Context: an optimization exercise on an open-source flow, tuned for small area. The choices shown serve that exercise and are no tape-out recipe.
At most, simulation tests tie the RTL to the original design; equivalence was not proved.
No activity file was given, so power comes from the tool's default toggle rates.

run a:
## fast_detector
module fast_detector(
    input clk,
    input en,
    input [7:0] row_cnt,
    input [8:0] col_cnt,
    input [7:0] f_6,
    input [7:0] f_5,
    input [7:0] f_4,
    input [7:0] f_3,
    input [7:0] f_2,
    input [7:0] f_1,
    input [7:0] f_0,
    output is_FAST
    );
Size: roughly 830 cells after synthesis.
export LEC_CHECK = 0
export CAP_MARGIN = 20
export CORE_MARGIN = 2
export CORE_UTILIZATION = 40
export GPL_TIMING_DRIVEN = 0
export SLEW_MARGIN = 20
create_clock -name core_clock -period 5.0 [get_ports {clk}]
standard.sh (not shown) runs the stock make flow with config.mk's settings and CLKGATE_MAP_FILE= SYNTH_SCRIPT=/design/flow/synth_recipe.tcl, a recipe that flattens the netlist after the stock synthesis.
==> flow/flow/run.sh <==
#!/bin/bash
# Standard layout with these changes to how it is built:
#  - after the standard synthesis, its combinational logic is re-mapped for
#    area with ABC (registers, their names and cells are left untouched)
#  - ports are buffered with the smallest buffer (buf_1) instead of the default pick
#  - clock tree: sink clusters sized for the flop clock-pin slew limit, no dummy loads
set -euo pipefail
here=$(pwd)
res=$here/orfs/results/$FLOW_PLATFORM/fast_detector/base
lib=$FLOW_HOME/platforms/$FLOW_PLATFORM/lib/sky130_fd_sc_hd__tt_025C_1v80.lib
yosys_bin=$FLOW_HOME/../tools/install/yosys/bin/yosys
[ -x "$yosys_bin" ] || yosys_bin=yosys

export BUFFER_PORTS_ARGS="-buffer_cell sky130_fd_sc_hd__buf_1"
export CTS_ARGS="-sink_clustering_enable -repair_clock_nets -dont_use_dummy_load -buf_list sky130_fd_sc_hd__clkbuf_8 -sink_clustering_size 16 -sink_clustering_max_diameter 60"

# 1. standard synthesis
bash standard.sh synth > synth_flow.log 2>&1

# 2. area re-mapping of the combinational logic
cp "$res/1_2_yosys.v" "$here/standard_synth.v"
sed -e "s#LIBFILE#$lib#g" -e "s#INFILE#$here/standard_synth.v#" \
    -e "s#ABCSCRIPT#$here/flow/abc_area.script#" -e "s#OUTFILE#$here/resynth.v#" \
    -e "s#TOPNAME#$FLOW_TOP#" flow/resynth.ys > resynth_run.ys
"$yosys_bin" -s resynth_run.ys > resynth.log 2>&1
cp "$here/resynth.v" "$res/1_2_yosys.v"
rm -f "$res/1_synth.odb" "$res/1_synth.sdc"
touch "$res/1_2_yosys.v"

# 3. the rest of the standard layout on the re-mapped netlist
bash standard.sh finish > layout_flow.log 2>&1
Other scripts of this flow, unchanged in this note and not shown: flow/flow/abc_area.script, flow/flow/resynth.ys
Input changes introduced in run b (baseline for comparison: run a):
diff --git a/flow/config.mk b/flow/config.mk
--- a/flow/config.mk
+++ b/flow/config.mk
@@ -10,3 +10,2 @@
 export CORE_UTILIZATION = 40
-export GPL_TIMING_DRIVEN = 0
 export SLEW_MARGIN = 20
- Comparing run a and run b, the lower portion of total power attributed to the clock network is on run b.
- Run b vs run a — minimum setup slack in the final design rose 0.068 ns.
- Run b vs run a — count of non-CTS buffers in the layout climbed by more than 10%

* * *

Another version of the RTL of fast_detector (not shown whole).
Size: about 230 flip-flops, ~76 I/O pins, roughly 11,000 um^2 of cells after synthesis.
clock: 5.0 ns
lec_check: 0
cap_margin: 20
core_margin: 2
core_utilization: 40
cts_buf_list: sky130_fd_sc_hd__clkbuf_4
slew_margin: 20
run.sh (not shown) runs the stock make flow with config.mk's settings and CLKGATE_MAP_FILE= SYNTH_SCRIPT=/design/flow/synth_recipe.tcl, a recipe that flattens the netlist after the stock synthesis.
Stock flow here: none of the scripts above is used.
The starting point completed without violations.
Next try:
CTS_BUF_LIST = default   (was sky130_fd_sc_hd__clkbuf_4)
Result: The changed run finished with timing, DRC and antenna clean; non-clock buffer count is unchanged; die area is unchanged; global-route usage is lower by 0.23 points; power is higher by 6.3%; worst hold slack improves by 0.14 ns; sequential share of layout area is lower by 0.28 points.
No functional check of the RTL was part of any run of this note.

* * *

The RTL this note starts from:
==> flow/design.v <==
`timescale 1ns / 1ps
module fast_detector(
    input clk,
    input en,
    input [7:0] row_cnt,
    input [8:0] col_cnt,
    input [7:0] f_6,
    input [7:0] f_5,
    input [7:0] f_4,
    input [7:0] f_3,
    input [7:0] f_2,
    input [7:0] f_1,
    input [7:0] f_0,
    output is_FAST
    );
parameter ROW = 240;
parameter COL = 376;
localparam [17:0] THR0 = {1'b1, 8'hE6, 1'b0, 8'h19};
reg [7:0] fast_row_cnt;
reg [8:0] fast_col_cnt;
reg start_cnt;
wire col_end = (fast_col_cnt == COL - 1);
wire row_end = (fast_row_cnt == ROW - 1);
wire trig = (row_cnt == 8'd1) && (col_cnt == 9'd33);
always @(posedge clk or negedge en) begin
    if (!en) begin
        fast_row_cnt <= 8'd7;
        fast_col_cnt <= 9'd6;
        start_cnt <= 1'b0;
    end
    else begin
        if (!start_cnt && trig)
            fast_col_cnt <= 9'd7;
        else if (col_end)
            fast_col_cnt <= 9'd0;
        else
            fast_col_cnt <= fast_col_cnt + 1'b1;
        if (start_cnt) begin
            if (col_end) begin
                if (row_end) begin
                    fast_row_cnt <= 8'd0;
                    start_cnt <= 1'b0;
                end
                else
                    fast_row_cnt <= fast_row_cnt + 1'b1;
            end
        end
        else if (trig)
            start_cnt <= 1'b1;
    end
end
reg [7:0] r0_1, r6_1;
reg [7:0] r1_1, r1_2, r5_1, r5_2;
reg [7:0] r2_1, r2_2, r2_3, r3_1, r3_2, r4_1, r4_2, r4_3;
reg [17:0] t3;    
always @(posedge clk or negedge en) begin
    if (!en) begin
        r0_1 <= 8'd0; r6_1 <= 8'd0;
        r1_1 <= 8'd0; r1_2 <= 8'd0; r5_1 <= 8'd0; r5_2 <= 8'd0;
        r2_1 <= 8'd0; r2_2 <= 8'd0; r2_3 <= 8'd0;
        r3_1 <= 8'd0; r3_2 <= 8'd0; t3 <= THR0;
        r4_1 <= 8'd0; r4_2 <= 8'd0; r4_3 <= 8'd0;
    end
    else begin
        r0_1 <= f_0; r6_1 <= f_6;
        r1_1 <= f_1; r1_2 <= r1_1; r5_1 <= f_5; r5_2 <= r5_1;
        r2_1 <= f_2; r2_2 <= r2_1; r2_3 <= r2_2;
        r3_1 <= f_3; r3_2 <= r3_1; t3 <= thr(r3_2);
        r4_1 <= f_4; r4_2 <= r4_1; r4_3 <= r4_2;
    end
end
function cy8;
    input [7:0] a;
    input [7:0] b;
    integer i;
    reg g;
    begin
        g = 1'b0;
        for (i = 0; i < 8; i = i + 1)
            g = (a[i] & b[i]) | ((a[i] | b[i]) & g);
        cy8 = g;
    end
endfunction
function [17:0] thr;
    input [7:0] c;
    reg [8:0] tb, td;
    begin
        tb = {1'b0, c} + 9'd25;
        td = {1'b0, c} - 9'd26;
        thr = {~tb[8], ~tb[7:0], ~td[8], ~td[7:0]};
    end
endfunction
function [1:0] cls;    
    input [7:0] p;
    input [17:0] t;
    begin
        cls[1] = t[17] & cy8(p, t[16:9]);
        cls[0] = t[8] & ~cy8(p, t[7:0]);
    end
endfunction
wire [17:0] t0 = thr(f_3);
wire [17:0] t1 = thr(r3_1);
wire [1:0] k9  = cls(r6_1, t0);
wire [1:0] k15 = cls(r0_1, t0);
wire [1:0] k10 = cls(r5_2, t0);
wire [1:0] k14 = cls(r1_2, t0);
wire [1:0] k11 = cls(r4_3, t0);
wire [1:0] k12;            
wire [1:0] k13 = cls(r2_3, t0);
wire [1:0] k0  = cls(r0_1, t1);
wire [1:0] k8  = cls(r6_1, t1);
wire [1:0] k1  = cls(f_0, t1);
wire [1:0] k7  = cls(f_6, t1);
wire [1:0] k2  = cls(r1_1, t3);
wire [1:0] k6  = cls(r5_1, t3);
wire [1:0] k3  = cls(f_2, t3);
wire [1:0] k4  = cls(f_3, t3);
assign k12 = {k4[0], k4[1]};
wire [1:0] k5  = cls(f_4, t3);
reg [13:0] s0_1, s0_2, s0_3;    
reg [7:0]  s1_1, s1_2;          
always @(posedge clk or negedge en) begin
    if (!en) begin
        s0_1 <= 14'd0; s0_2 <= 14'd0; s0_3 <= 14'd0;
        s1_1 <= 8'd0; s1_2 <= 8'd0;
    end
    else begin
        s0_1 <= {k15, k14, k13, k12, k11, k10, k9};
        s0_2 <= s0_1; s0_3 <= s0_2;
        s1_1 <= {k8, k7, k1, k0}; s1_2 <= s1_1;
    end
end
wire [31:0] ring_w;
assign ring_w[1:0]   = s1_2[1:0];
assign ring_w[3:2]   = s1_2[3:2];
assign ring_w[5:4]   = k2;
assign ring_w[7:6]   = k3;
assign ring_w[9:8]   = k4;
assign ring_w[11:10] = k5;
assign ring_w[13:12] = k6;
assign ring_w[15:14] = s1_2[5:4];
assign ring_w[17:16] = s1_2[7:6];
assign ring_w[31:18] = s0_3;
wire [15:0] rb, rd;
genvar gi;
generate for (gi = 0; gi < 16; gi = gi + 1) begin: g_unpack
    assign rb[gi] = ring_w[2*gi+1];
    assign rd[gi] = ring_w[2*gi];
end endgenerate
function fast_f;
    input [15:0] b;
    input [15:0] d;
    integer i;
    reg [15:0] n, e, a, run;
    reg [7:0] sa, pb, sb, pa;    
    reg hit;
    begin
        for (i = 0; i < 16; i = i + 1) begin
            n[i] = b[i] | d[i];
            e[i] = (b[i] & b[(i + 1) % 16]) | (d[i] & d[(i + 1) % 16]);
        end
        sa[7] = e[7];  pa[0] = e[0];
        sb[7] = e[15]; pb[0] = e[8];
        for (i = 6; i >= 0; i = i - 1) begin
            sa[i] = sa[i+1] & e[i];
            sb[i] = sb[i+1] & e[i+8];
        end
        for (i = 1; i < 8; i = i + 1) begin
            pa[i] = pa[i-1] & e[i];
            pb[i] = pb[i-1] & e[i+8];
        end
        run[0] = pa[7];
        run[8] = pb[7];
        for (i = 1; i < 8; i = i + 1) begin
            run[i]   = sa[i] & pb[i-1];
            run[i+8] = sb[i] & pa[i-1];
        end
        hit = 1'b0;
        for (i = 0; i < 16; i = i + 1) begin
            if (i == 0)
                a[i] = n[0];
            else
                a[i] = n[i] & (e[i-1] | ~a[i-1]);
            hit = hit | (a[i] & run[i]);
        end
        fast_f = hit;
    end
endfunction
wire corner = fast_f(rb, rd);
reg [24:0] dly;
always @(posedge clk or negedge en) begin
    if (!en) dly <= 25'd0;
    else dly <= {dly[23:0], corner};
end
assign is_FAST = dly[24] && start_cnt && (fast_row_cnt >= 8'd7 && fast_row_cnt <= 8'd231 && fast_col_cnt >= 9'd7 && fast_col_cnt <= 9'd367);
endmodule
Settings: LEC_CHECK=0, CAP_MARGIN=5, CORE_MARGIN=2, CORE_UTILIZATION=40, SLEW_MARGIN=5; clock period 5.0 ns.
standard.sh (not shown) runs the stock make flow with config.mk's settings and CLKGATE_MAP_FILE= SYNTH_SCRIPT=/design/flow/synth_recipe.tcl, a recipe that flattens the netlist after the stock synthesis.
==> flow/flow/run.sh <==
#!/bin/bash
# Standard layout with these changes to how it is built:
#  - the netlist is our own Yosys synthesis of the RTL (-nofsm -noshare,
#    flattened), mapped for area with ABC; its registers get the names of the
#    standard synthesis's registers (paired by the RTL register bit on their Q
#    pin, same cell types).  If they do not pair up one to one, the standard
#    synthesis netlist is used, with only its combinational logic re-mapped.
#  - ports are buffered with the smallest buffer (buf_1) instead of the default pick
#  - clock tree: sink clusters sized for the flop clock-pin slew limit, no dummy loads
set -euo pipefail
here=$(pwd)
res=$here/orfs/results/$FLOW_PLATFORM/fast_detector/base
lib=$FLOW_HOME/platforms/$FLOW_PLATFORM/lib/sky130_fd_sc_hd__tt_025C_1v80.lib
yosys_bin=$FLOW_HOME/../tools/install/yosys/bin/yosys
[ -x "$yosys_bin" ] || yosys_bin=yosys

export BUFFER_PORTS_ARGS="-buffer_cell sky130_fd_sc_hd__buf_1"
export CTS_ARGS="-sink_clustering_enable -repair_clock_nets -dont_use_dummy_load -buf_list sky130_fd_sc_hd__clkbuf_4 -sink_clustering_size 9 -sink_clustering_max_diameter 60"

bash standard.sh synth > synth_flow.log 2>&1
cp "$res/1_2_yosys.v" "$here/standard_synth.v"

subst() {
  sed -e "s#LIBFILE#$lib#g" -e "s#INFILE#$here/standard_synth.v#" \
      -e "s#DESIGNFILE#$FLOW_DESIGN#" -e "s#ABCSCRIPT#$here/flow/abc_area.script#" \
      -e "s#OUTFILE#$2#" -e "s#TOPNAME#$FLOW_TOP#g" "$1"
}

# 2a. own synthesis from the RTL, registers renamed to the standard names
use=""
subst flow/ownsynth.ys "$here/own_synth.v" > ownsynth_run.ys
if "$yosys_bin" -s ownsynth_run.ys > ownsynth.log 2>&1 &&
   python3 flow/rename_regs.py "$here/standard_synth.v" "$here/own_synth.v" "$here/own_renamed.v" > rename.log 2>&1; then
  use="$here/own_renamed.v"
fi
# 2b. fallback: re-map only the combinational logic of the standard netlist
if [ -z "$use" ]; then
  subst flow/resynth.ys "$here/resynth.v" > resynth_run.ys
  "$yosys_bin" -s resynth_run.ys > resynth.log 2>&1
  use="$here/resynth.v"
fi
echo "netlist used: $use" > netlist_choice.log
cp "$use" "$res/1_2_yosys.v"
rm -f "$res/1_synth.odb" "$res/1_synth.sdc"
touch "$res/1_2_yosys.v"

# 3. the rest of the standard layout on that netlist
bash standard.sh finish > layout_flow.log 2>&1
Other scripts of this flow, unchanged in this note and not shown: flow/flow/abc_area.script, flow/flow/ownsynth.ys, flow/flow/rename_regs.py, flow/flow/resynth.ys
Then changed:
CORE_UTILIZATION = 55   (was 40)
- die area drops by 27%
- cell area goes down by 1.7%
- clock power falls by about 2%
Then changed:
--- a/flow/flow/run.sh
+++ b/flow/flow/run.sh
@@ -17,3 +17,3 @@
 export BUFFER_PORTS_ARGS="-buffer_cell sky130_fd_sc_hd__buf_1"
-export CTS_ARGS="-sink_clustering_enable -repair_clock_nets -dont_use_dummy_load -buf_list sky130_fd_sc_hd__clkbuf_4 -sink_clustering_size 9 -sink_clustering_max_diameter 60"
+export CTS_ARGS="-sink_clustering_enable -repair_clock_nets -dont_use_dummy_load -buf_list sky130_fd_sc_hd__clkbuf_8 -sink_clustering_size 20 -sink_clustering_max_diameter 60"
 
CORE_UTILIZATION = 40   (was 55)
The changed run completed without violations; die area climbs by 36%; routed wire length shrinks by 0.62%; power goes up by 2.2%; hold slack stays flat; sequential share of layout area decreases by 1.2 points; non-clock buffer count went up by 7; first-iteration DRC count drops by 13%; combinational power grows by about 1%; clock-buffer cell count decreases by 10.
Then changed:
--- a/flow/flow/run.sh
+++ b/flow/flow/run.sh
@@ -17,3 +17,3 @@
 export BUFFER_PORTS_ARGS="-buffer_cell sky130_fd_sc_hd__buf_1"
-export CTS_ARGS="-sink_clustering_enable -repair_clock_nets -dont_use_dummy_load -buf_list sky130_fd_sc_hd__clkbuf_8 -sink_clustering_size 20 -sink_clustering_max_diameter 60"
+export CTS_ARGS="-sink_clustering_enable -repair_clock_nets -dont_use_dummy_load -buf_list sky130_fd_sc_hd__clkbuf_4 -sink_clustering_size 10 -sink_clustering_max_diameter 60"
 
CORE_UTILIZATION = 68   (was 40)
=> Cell area came out lower by 3.2%. Flip-flop and latch count does not change. Setup slack loses 200 ps.

* * *

Setup of amber:
// fast_detector: RTL as listed in full above, without the edits since
clock: 5.0 ns
lec_check: 0
cap_margin: 5
core_margin: 2
core_utilization: 68
slew_margin: 5
==> flow/flow/run.sh <==
#!/bin/bash
# Standard layout with these changes to how it is built:
#  - the netlist is our own Yosys synthesis of the RTL (-nofsm -noshare,
#    flattened), mapped for area with ABC; its registers get the names of the
#    standard synthesis's registers (paired by the RTL register bit on their Q
#    pin, same cell types).  If they do not pair up one to one, the standard
#    synthesis netlist is used, with only its combinational logic re-mapped.
#  - ports are buffered with the smallest buffer (buf_1) instead of the default pick
#  - clock tree: sink clusters sized for the flop clock-pin slew limit, no dummy loads
set -euo pipefail
here=$(pwd)
res=$here/orfs/results/$FLOW_PLATFORM/fast_detector/base
lib=$FLOW_HOME/platforms/$FLOW_PLATFORM/lib/sky130_fd_sc_hd__tt_025C_1v80.lib
yosys_bin=$FLOW_HOME/../tools/install/yosys/bin/yosys
[ -x "$yosys_bin" ] || yosys_bin=yosys

export BUFFER_PORTS_ARGS="-buffer_cell sky130_fd_sc_hd__buf_1"
export CTS_ARGS="-sink_clustering_enable -repair_clock_nets -dont_use_dummy_load -buf_list sky130_fd_sc_hd__clkbuf_4 -sink_clustering_size 9 -sink_clustering_max_diameter 60"

bash standard.sh synth > synth_flow.log 2>&1
cp "$res/1_2_yosys.v" "$here/standard_synth.v"

subst() {
  sed -e "s#LIBFILE#$lib#g" -e "s#INFILE#$here/standard_synth.v#" \
      -e "s#DESIGNFILE#$FLOW_DESIGN#" -e "s#ABCSCRIPT#$here/flow/abc_area.script#" \
      -e "s#OUTFILE#$2#" -e "s#TOPNAME#$FLOW_TOP#g" "$1"
}

# 2a. own synthesis from the RTL, registers renamed to the standard names
use=""
subst flow/ownsynth.ys "$here/own_synth.v" > ownsynth_run.ys
if "$yosys_bin" -s ownsynth_run.ys > ownsynth.log 2>&1 &&
   python3 flow/rename_regs.py "$here/standard_synth.v" "$here/own_synth.v" "$here/own_renamed.v" > rename.log 2>&1; then
  use="$here/own_renamed.v"
fi
# 2b. fallback: re-map only the combinational logic of the standard netlist
if [ -z "$use" ]; then
  subst flow/resynth.ys "$here/resynth.v" > resynth_run.ys
  "$yosys_bin" -s resynth_run.ys > resynth.log 2>&1
  use="$here/resynth.v"
fi
echo "netlist used: $use" > netlist_choice.log
cp "$use" "$res/1_2_yosys.v"
rm -f "$res/1_synth.odb" "$res/1_synth.sdc"
touch "$res/1_2_yosys.v"

# 3. the rest of the standard layout on that netlist
bash standard.sh finish > layout_flow.log 2>&1
Other scripts of this flow, unchanged in this note and not shown: flow/flow/abc_area.script, flow/flow/ownsynth.ys, flow/flow/rename_regs.py, flow/flow/resynth.ys
diff inputs: amber => delta
Settings: CORE_UTILIZATION now 40, was 68; GPL_TIMING_DRIVEN now 0, previously not set.
==> comparison <==
- Sort delta and amber by met1 global-route usage desc -> top: amber
- Final instance count without filler cells in delta is 13% higher than in amber
- From amber to delta the numbers moved as follows: areal power density over the cells fell 8.5 mW/mm2; power share of the sequential group held steady; area occupied by multi-input gates now sits at about the same level.
- Of delta and amber, delta shows the higher fmax, with amber below it.
- Measured against each other, delta and amber differ in post-DP HPWL, the higher figure coming from amber.
- On clock share of power, the higher figure sits with delta, not amber.
[inputs] yarrow vs delta
Settings: swapping 40 for 60 in CORE_UTILIZATION.
Notes after the runs:
- yarrow ends up with a fmax that is 5.4% lower than in delta.
- yarrow: done, clean on timing, DRC and antenna
- Comparing yarrow and delta, DRC marker count from the first detailed-route iteration is higher on yarrow.
- On static leakage, yarrow and delta are basically level.
- delta → yarrow: pin count of the biggest net entering global routing rose about 5%; setup slack -0.26 ns.
The following lists how raven was set up differently from yarrow:
Settings: GPL_TIMING_DRIVEN removed (was 0); CORE_UTILIZATION changed from 60 to 76.
Notes after the runs:
Transition time at the pin with the least slew margin in raven is 0.062 ns lower than in yarrow. Going from yarrow to raven, final cell count shrank by a few percent. Comparing clock slew at the register clock pins of the worst setup and hold paths for raven and yarrow, the smaller number came from raven. Post-route total power for raven: 1.4% up relative to yarrow. [compare] base=yarrow new=raven: worst slack after detailed placement rose by 0.28 ns; setup slack rose by 0.019 ns.

==> static timing again, ports no longer ideal <==
No port has a modelled driver above. Below, the same layouts with a new extraction and two added sets of constraints. Step 1 (the two cells are an assumption about what drives the block):
set clk [get_ports {clk}]
set_driving_cell -lib_cell sky130_fd_sc_hd__clkbuf_16 $clk
set_driving_cell -lib_cell sky130_fd_sc_hd__buf_2 [delete_from_list [all_inputs] $clk]
Step 2 also shifts input and output timing later by t, the mid clock arrival at the registers, as if the neighbouring blocks saw the same clock. Slacks: ideal / step 1 / step 2; pairs: ideal / step 1.
| run | t, ns | slack for setup (ns) | slew at the worst register clock pin (ns) |
|---|---|---|---|
| run a | 0.549 | 0.279 / 0.279 / -0.197 | 0.10 / 0.10 |
| run b | 0.544 | 0.347 / 0.347 / 0.199 | 0.10 / 0.10 |
| the first run of note 2 | 0.695 | 0.665 / 0.665 / 0.106 | 0.07 / 0.07 |
| the second run of note 2 | 0.548 | 0.664 / 0.686 / 0.138 | 0.07 / 0.07 |
| the first run of note 3 | 0.684 | 0.503 / 0.503 / -0.017 | 0.10 / 0.10 |
| the second run of note 3 | 0.688 | 0.337 / 0.350 / -0.332 | 0.12 / 0.12 |
| the third run of note 3 | 0.535 | 0.496 / 0.515 / -0.020 | 0.11 / 0.11 |
| the fourth run of note 3 | 0.652 | 0.296 / 0.296 / -0.291 | 0.12 / 0.12 |
| amber | 0.666 | 0.370 / 0.370 / -0.218 | 0.11 / 0.11 |
| delta | 0.690 | 0.511 / 0.515 / -0.160 | 0.11 / 0.11 |
| yarrow | 0.661 | 0.256 / 0.271 / -0.390 | 0.11 / 0.11 |
| raven | 0.678 | 0.275 / 0.275 / -0.269 | 0.12 / 0.12 |
Met with ideal ports but missed after step 2: setup timing in 9 of these runs. For delta, which loses most, drivers alone change the setup slack by +0.004 ns; drivers and shift together by -0.671 ns.
